Context: an optimization exercise on an open-source flow, tuned for small area and a short achievable clock period. The choices shown serve that exercise and are no tape-out recipe. At most, simulation tests tie the RTL to the original design; equivalence was not proved. Power figures rest on the tool's default switching activity, not on a simulated workload.

==> flow/design.v <==
module process(opcode,data,clk,rst,fout);
input [9:0]opcode;
input [4:0]data;
input clk,rst;
output [7:0]fout;
reg [3:0] fc;
reg sd, sh;
reg [2:0] d;
reg [7:0] qa;
reg [7:0] A, O, B;
reg [7:0] R1, R2, R3, R4;
reg dq;             
reg [2:0] dm;       
wire [3:0] op = opcode[9:6];
wire [2:0] so = opcode[5:3];
wire [7:0] r1n = (d == 3'd0) ? 8'b0 : (d == 3'd1) ? B : R1;
wire [7:0] an = sd ? {3'b000, data} : sh ? A : qa;
function [3:0] dstep;  
  input [2:0] m; input aj; input [3:0] D;
  reg q, b0, b1; reg [2:0] s;
  begin
    q = (m > D[3:1]) | ((m == D[3:1]) & (aj | ~D[0]));
    b0 = ~aj & D[0];
    b1 = (~m[0] & D[1]) | (~m[0] & b0) | (D[1] & b0);
    s = {m[1] ^ D[2] ^ b1, m[0] ^ D[1] ^ b0, aj ^ D[0]};
    dstep = {q, q ? s : {m[1:0], aj}};
  end
endfunction
wire [3:0] dn = an[3:0];
wire nq4 = (r1n[7:4] >= dn);
wire [2:0] nm4 = nq4 ? r1n[6:4] - dn[2:0] : r1n[6:4];
always @(posedge clk) begin
  case (op)
    4'd0:  fc <= 4'b0010;
    4'd1:  fc <= 4'b0000;
    4'd2:  fc <= 4'b0001;
    4'd3:  fc <= 4'b0100;
    4'd4:  fc <= 4'b0101;
    4'd5:  fc <= 4'b1000;
    4'd6:  fc <= 4'b1001;
    4'd7:  fc <= 4'b1010;
    4'd8:  fc <= 4'b1011;
    4'd9:  fc <= 4'b1100;
    4'd10: fc <= 4'b1101;
    4'd11: fc <= 4'b1111;
    4'd12: fc <= 4'b1110;
    default: ;
  endcase
  sd <= (so == 3'd5);
  sh <= so[2] & so[1];
  d  <= opcode[2:0];
  if (rst | (so == 3'd0)) qa <= 8'b0;
  else case (so[1:0])
    2'd0: qa <= R4;
    2'd1: qa <= R1;
    2'd2: qa <= R2;
    default: qa <= R3;
  endcase
  A <= an;
  B <= O;
  case (d)
    3'd0: begin R1 <= 8'b0; R2 <= 8'b0; R3 <= 8'b0; R4 <= 8'b0; end
    3'd1: R1 <= B;
    3'd2: R2 <= B;
    3'd3: R3 <= B;
    3'd4: R4 <= B;
    default: ;
  endcase
  dq <= nq4;
  dm <= nm4;
end
wire [7:0] a = R1;
wire [7:0] b = A;
wire [3:0] db = b[3:0];
wire [3:0] v3 = {dm, a[3]};
wire [3:0] v2 = {dm[1:0], a[3:2]};
wire [3:0] v1 = {dm[0], a[3:1]};
wire [3:0] v0 = a[3:0];
wire [3:0] dx1 = {db[2:0], 1'b0};    
wire [3:0] dx2 = {db[1:0], 2'b0};
wire [3:0] dx4 = {db[0], 3'b0};
wire [3:0] dx3 = dx2 + dx1;
wire [3:0] dx5 = dx4 + dx1;
wire [3:0] dx6 = dx4 + dx2;
wire [3:0] dx7 = 4'd0 - dx1;
wire q3 = (v3 >= db);
wire c2a = (v2 >= db), c2b = (v2 - dx1 >= db);
wire q2 = q3 ? c2b : c2a;
wire c1a = (v1 >= db), c1b = (v1 - dx1 >= db), c1c = (v1 - dx2 >= db), c1d = (v1 - dx3 >= db);
wire q1 = q2 ? (q3 ? c1d : c1b) : (q3 ? c1c : c1a);
wire [7:0] c0 = {v0 - dx7 >= db, v0 - dx6 >= db, v0 - dx5 >= db, v0 - dx4 >= db,
                 v0 - dx3 >= db, v0 - dx2 >= db, v0 - dx1 >= db, v0 >= db};
wire q0 = c0[{q3, q2, q1}];
wire [4:0] q = {dq, q3, q2, q1, q0};
wire [7:0] prod = a * b;
wire [7:0] bx = b ^ {8{fc[0]}};
wire [7:0] sum = a + bx + {7'b0, fc[0]};
reg [7:0] lg, sh8, y;
always @* begin
  case (fc[1:0])
    2'd0: lg = ~a;
    2'd1: lg = a & b;
    2'd2: lg = a | b;
    default: lg = a ^ b;
  endcase
  case (fc[1:0])
    2'd0: sh8 = {b[6:0], 1'b0};
    2'd1: sh8 = {1'b0, b[7:1]};
    2'd2: sh8 = {b[6:0], b[7]};
    default: sh8 = {b[0], b[7:1]};
  endcase
  case (fc[3:2])
    2'd0: y = fc[1] ? 8'b0 : sum;
    2'd1: y = fc[0] ? {3'b000, q} : prod;
    2'd2: y = lg;
    default: y = sh8;
  endcase
end
always @(posedge clk) O <= y;
assign fout = O;
endmodule
==> flow/config.mk <==
export PLATFORM = sky130hd
export DESIGN_NAME = process
export DESIGN_NICKNAME = process
export VERILOG_FILES = /design/flow/design.v
export SDC_FILE = /design/flow/constraint.sdc
export NUM_CORES = 4
export LEC_CHECK = 0
export ABC_AREA = 1
export CAP_MARGIN = 20
export CORE_MARGIN = 2
export CORE_UTILIZATION = 65
export CTS_BUF_LIST = sky130_fd_sc_hd__clkbuf_4 sky130_fd_sc_hd__clkbuf_8
export SETUP_SLACK_MARGIN = 4.8
export SLEW_MARGIN = 20
==> flow/constraint.sdc <==
create_clock -name core_clock -period 7.5 [get_ports {clk}]
set_input_delay 1.5000 -clock core_clock [delete_from_list [all_inputs] [get_ports {clk}]]
set_output_delay 1.5000 -clock core_clock [all_outputs]
set_load 0.01 [all_outputs]
standard.sh (not shown) runs the stock make flow with config.mk's settings and CLKGATE_MAP_FILE= SYNTH_SCRIPT=/design/flow/synth_recipe.tcl, a recipe that flattens the netlist after the stock synthesis.
==> flow/flow/run.sh <==
#!/bin/bash
# Standard layout with three changes to how it is made:
# - adders are not mapped to the slow fa/ha cells, so abc can restructure
#   the arithmetic for speed;
# - the port buffers are plain buf_2 cells instead of the delay cells that
#   buffer_ports picks on its own;
# - timing repair does not clone gates.
set -euo pipefail
bash standard.sh ADDER_MAP_FILE= "BUFFER_PORTS_ARGS=-buffer_cell sky130_fd_sc_hd__buf_2" SKIP_GATE_CLONING=1 finish > standard.log 2>&1
Then changed:
--- a/flow/design.v
+++ b/flow/design.v
@@ -6,12 +6,13 @@
 reg [3:0] fc;
 reg sd, sh;
 reg [2:0] d;
 reg [7:0] qa;
 reg [7:0] A, O, B;
 reg [7:0] R1, R2, R3, R4;
+reg [7:1] a3;       
 reg dq;             
 reg [2:0] dm;       
 wire [3:0] op = opcode[9:6];
 wire [2:0] so = opcode[5:3];
 wire [7:0] r1n = (d == 3'd0) ? 8'b0 : (d == 3'd1) ? B : R1;
 wire [7:0] an = sd ? {3'b000, data} : sh ? A : qa;
@@ -63,12 +64,13 @@
     3'd1: R1 <= B;
     3'd2: R2 <= B;
     3'd3: R3 <= B;
     3'd4: R4 <= B;
     default: ;
   endcase
+  a3 <= r1n[7:1] + r1n[6:0];
   dq <= nq4;
   dm <= nm4;
 end
 wire [7:0] a = R1;
 wire [7:0] b = A;
 wire [3:0] db = b[3:0];
@@ -89,13 +91,27 @@
 wire c1a = (v1 >= db), c1b = (v1 - dx1 >= db), c1c = (v1 - dx2 >= db), c1d = (v1 - dx3 >= db);
 wire q1 = q2 ? (q3 ? c1d : c1b) : (q3 ? c1c : c1a);
 wire [7:0] c0 = {v0 - dx7 >= db, v0 - dx6 >= db, v0 - dx5 >= db, v0 - dx4 >= db,
                  v0 - dx3 >= db, v0 - dx2 >= db, v0 - dx1 >= db, v0 >= db};
 wire q0 = c0[{q3, q2, q1}];
 wire [4:0] q = {dq, q3, q2, q1, q0};
-wire [7:0] prod = a * b;
+wire [7:0] m3 = {a3, a[0]};
+function [7:0] pp;
+  input [1:0] dg; input [7:0] x, x3;
+  case (dg)
+    2'd0: pp = 8'b0;
+    2'd1: pp = x;
+    2'd2: pp = {x[6:0], 1'b0};
+    default: pp = x3;
+  endcase
+endfunction
+wire [7:0] p0 = pp(b[1:0], a, m3);
+wire [7:0] p1 = pp(b[3:2], a, m3);
+wire [7:0] p2 = pp(b[5:4], a, m3);
+wire [7:0] p3 = pp(b[7:6], a, m3);
+wire [7:0] prod = p0 + {p1[5:0], 2'b0} + {p2[3:0], 4'b0} + {p3[1:0], 6'b0};
 wire [7:0] bx = b ^ {8{fc[0]}};
 wire [7:0] sum = a + bx + {7'b0, fc[0]};
 reg [7:0] lg, sh8, y;
 always @* begin
   case (fc[1:0])
     2'd0: lg = ~a;
=>
- clock skew is higher by 0.0042 ns
- setup slack is worse by 0.0057 ns
- design area shrinks by 0.99%
- sequential share of layout area is higher by 2.5 points
- clock-buffer cell count went down by 3
- final cell count is higher by 0.39%
- total power climbs by 7.5%
- worst hold slack gets better by 0.0090 ns
- synthesized cell count came out higher by 3.1%
- non-clock buffer count fell by 25
- combinational power goes up by about 2%
- synthesized area came out higher by 5.0%
- via count grows by 3.6%
No functional check of the RTL was part of any run of this note.

========
## run A
Another version of the RTL of process (not shown whole).
Size in the first run: about 77 flip-flops, ~25 I/O pins.
==> module process, before the edit <==
module process(opcode,data,clk,rst,fout);
input [9:0]opcode;
input [4:0]data;
input clk,rst;
output [7:0]fout;
reg [3:0] fc;
reg sd, sh;
reg [2:0] d;
reg [7:0] qa;
reg [7:0] A, O, B;
reg [7:0] R1, R2, R3, R4;
reg dq;             
reg [2:0] dm;       
wire [3:0] op = opcode[9:6];
wire [2:0] so = opcode[5:3];
wire [7:0] r1n = (d == 3'd0) ? 8'b0 : (d == 3'd1) ? B : R1;
wire [7:0] an = sd ? {3'b000, data} : sh ? A : qa;
function [3:0] dstep;  
  input [2:0] m; input aj; input [3:0] D;
  reg q, b0, b1; reg [2:0] s;
  begin
    q = (m > D[3:1]) | ((m == D[3:1]) & (aj | ~D[0]));
    b0 = ~aj & D[0];
    b1 = (~m[0] & D[1]) | (~m[0] & b0) | (D[1] & b0);
    s = {m[1] ^ D[2] ^ b1, m[0] ^ D[1] ^ b0, aj ^ D[0]};
    dstep = {q, q ? s : {m[1:0], aj}};
  end
endfunction
wire [3:0] dn = an[3:0];
wire nq4 = (r1n[7:4] >= dn);
wire [2:0] nm4 = nq4 ? r1n[6:4] - dn[2:0] : r1n[6:4];
always @(posedge clk) begin
  case (op)
    4'd0:  fc <= 4'b0010;
    4'd1:  fc <= 4'b0000;
    4'd2:  fc <= 4'b0001;
    4'd3:  fc <= 4'b0100;
    4'd4:  fc <= 4'b0101;
    4'd5:  fc <= 4'b1000;
    4'd6:  fc <= 4'b1001;
    4'd7:  fc <= 4'b1010;
    4'd8:  fc <= 4'b1011;
    4'd9:  fc <= 4'b1100;
    4'd10: fc <= 4'b1101;
    4'd11: fc <= 4'b1111;
    4'd12: fc <= 4'b1110;
    default: ;
  endcase
  sd <= (so == 3'd5);
  sh <= so[2] & so[1];
  d  <= opcode[2:0];
  if (rst) qa <= 8'b0;
  else case (so)
    3'd1: qa <= R1;
    3'd2: qa <= R2;
    3'd3: qa <= R3;
    3'd4: qa <= R4;
    default: qa <= 8'b0;
  endcase
  A <= an;
  B <= O;
  case (d)
    3'd0: begin R1 <= 8'b0; R2 <= 8'b0; R3 <= 8'b0; R4 <= 8'b0; end
    3'd1: R1 <= B;
    3'd2: R2 <= B;
    3'd3: R3 <= B;
    3'd4: R4 <= B;
    default: ;
  endcase
  dq <= nq4;
  dm <= nm4;
end
wire [7:0] a = R1;
wire [7:0] b = A;
wire [3:0] db = b[3:0];
wire [3:0] v3 = {dm, a[3]};
wire [3:0] v2 = {dm[1:0], a[3:2]};
wire [3:0] v1 = {dm[0], a[3:1]};
wire [3:0] v0 = a[3:0];
wire [3:0] dx1 = {db[2:0], 1'b0};    
wire [3:0] dx2 = {db[1:0], 2'b0};
wire [3:0] dx4 = {db[0], 3'b0};
wire [3:0] dx3 = dx2 + dx1;
wire [3:0] dx5 = dx4 + dx1;
wire [3:0] dx6 = dx4 + dx2;
wire [3:0] dx7 = 4'd0 - dx1;
wire q3 = (v3 >= db);
wire c2a = (v2 >= db), c2b = (v2 - dx1 >= db);
wire q2 = q3 ? c2b : c2a;
wire c1a = (v1 >= db), c1b = (v1 - dx1 >= db), c1c = (v1 - dx2 >= db), c1d = (v1 - dx3 >= db);
wire q1 = q2 ? (q3 ? c1d : c1b) : (q3 ? c1c : c1a);
wire [7:0] c0 = {v0 - dx7 >= db, v0 - dx6 >= db, v0 - dx5 >= db, v0 - dx4 >= db,
                 v0 - dx3 >= db, v0 - dx2 >= db, v0 - dx1 >= db, v0 >= db};
wire q0 = c0[{q3, q2, q1}];
wire [4:0] q = {dq, q3, q2, q1, q0};
wire [7:0] prod = a * b;
wire [7:0] bx = b ^ {8{fc[0]}};
wire [7:0] sum = a + bx + {7'b0, fc[0]};
reg [7:0] lg, sh8, y;
always @* begin
  case (fc[1:0])
    2'd0: lg = ~a;
    2'd1: lg = a & b;
    2'd2: lg = a | b;
    default: lg = a ^ b;
  endcase
  case (fc[1:0])
    2'd0: sh8 = {b[6:0], 1'b0};
    2'd1: sh8 = {1'b0, b[7:1]};
    2'd2: sh8 = {b[6:0], b[7]};
    default: sh8 = {b[0], b[7:1]};
  endcase
  case (fc[3:2])
    2'd0: y = fc[1] ? 8'b0 : sum;
    2'd1: y = fc[0] ? {3'b000, q} : prod;
    2'd2: y = lg;
    default: y = sh8;
  endcase
end
always @(posedge clk) O <= y;
assign fout = O;
endmodule
export LEC_CHECK = 0
export ABC_AREA = 1
export CAP_MARGIN = 20
export CORE_MARGIN = 2
export CORE_UTILIZATION = 65
export CTS_BUF_LIST = sky130_fd_sc_hd__clkbuf_4 sky130_fd_sc_hd__clkbuf_8
export SETUP_SLACK_MARGIN = 4.8
export SLEW_MARGIN = 20
create_clock -name core_clock -period 7.5 [get_ports {clk}]
Scripts as last shown in full above: flow/flow/run.sh
Run A: PASS, flow complete, no timing, DRC or antenna violations
Inputs modified between run A and run B:
diff --git a/flow/design.v b/flow/design.v
--- a/flow/design.v
+++ b/flow/design.v
@@ -14,19 +14,8 @@
 wire [3:0] op = opcode[9:6];
 wire [2:0] so = opcode[5:3];
 wire [7:0] r1n = (d == 3'd0) ? 8'b0 : (d == 3'd1) ? B : R1;
 wire [7:0] an = sd ? {3'b000, data} : sh ? A : qa;
-function [3:0] dstep;  
-  input [2:0] m; input aj; input [3:0] D;
-  reg q, b0, b1; reg [2:0] s;
-  begin
-    q = (m > D[3:1]) | ((m == D[3:1]) & (aj | ~D[0]));
-    b0 = ~aj & D[0];
-    b1 = (~m[0] & D[1]) | (~m[0] & b0) | (D[1] & b0);
-    s = {m[1] ^ D[2] ^ b1, m[0] ^ D[1] ^ b0, aj ^ D[0]};
-    dstep = {q, q ? s : {m[1:0], aj}};
-  end
-endfunction
 wire [3:0] dn = an[3:0];
 wire nq4 = (r1n[7:4] >= dn);
 wire [2:0] nm4 = nq4 ? r1n[6:4] - dn[2:0] : r1n[6:4];
 always @(posedge clk) begin
Notes after the runs:
- Every stage of the flow completed for run B, and the final layout passed the timing, DRC and antenna checks.
- Initial antenna violation count came out exactly the same in run B and run A.
- Run A -> run B: least setup slack across all paths after layout delta 0, exact match
- Flip-flop and latch count: run B vs run A identical
- Vertical die dimension came out exactly the same in run B and run A.
- In terms of minimum hold slack, run A and run B differ only marginally.
- The combinational share of power was comparable across run B and run A.
- Fraction of the core area covered by cells at the end of the flow came out exactly the same in run B and run A.
- On met3 track utilization from global routing, run B tracks run A almost exactly.
- Looking at run B and run A, the placed wire-length estimate is a wash.
- Sequential share of layout area came out exactly the same in run B and run A.
- Final routed wirelength across all metal layers delta (run A -> run B): insignificant

==> port drivers added, routing unchanged <==
How much do the figures lean on ideal ports? The routed layouts below were timed once more, with nothing changed but the port constraints. Step 1: set_driving_cell puts a clkbuf_16 on clk and a buf_2 on each other input, an assumption about the parent block. Step 2 times the ports against the registers' clock, not the clock port: input delays grow and output delays shrink by t, the midpoint of the rising clock arrivals with the driver on. Three values: ideal, step 1, step 2; two values: the first two.
| run | shift t [ns] | setup slack, ns | hold slack, ns | worst setup path after step 2 |
|---|---|---|---|---|
| the first run of note 1 | 0.381 | 4.901 / 4.908 / 4.527 | 0.355 / 0.355 / 0.355 | input to register |
| the second run of note 1 | 0.392 | 4.895 / 4.895 / 4.525 | 0.364 / 0.364 / 0.364 | input to register |
| run A | 0.380 | 4.966 / 4.972 / 4.592 | 0.362 / 0.362 / 0.362 | input to register |
| run B | 0.380 | 4.966 / 4.972 / 4.592 | 0.362 / 0.362 / 0.362 | input to register |
After both steps every run listed still meets setup and hold.
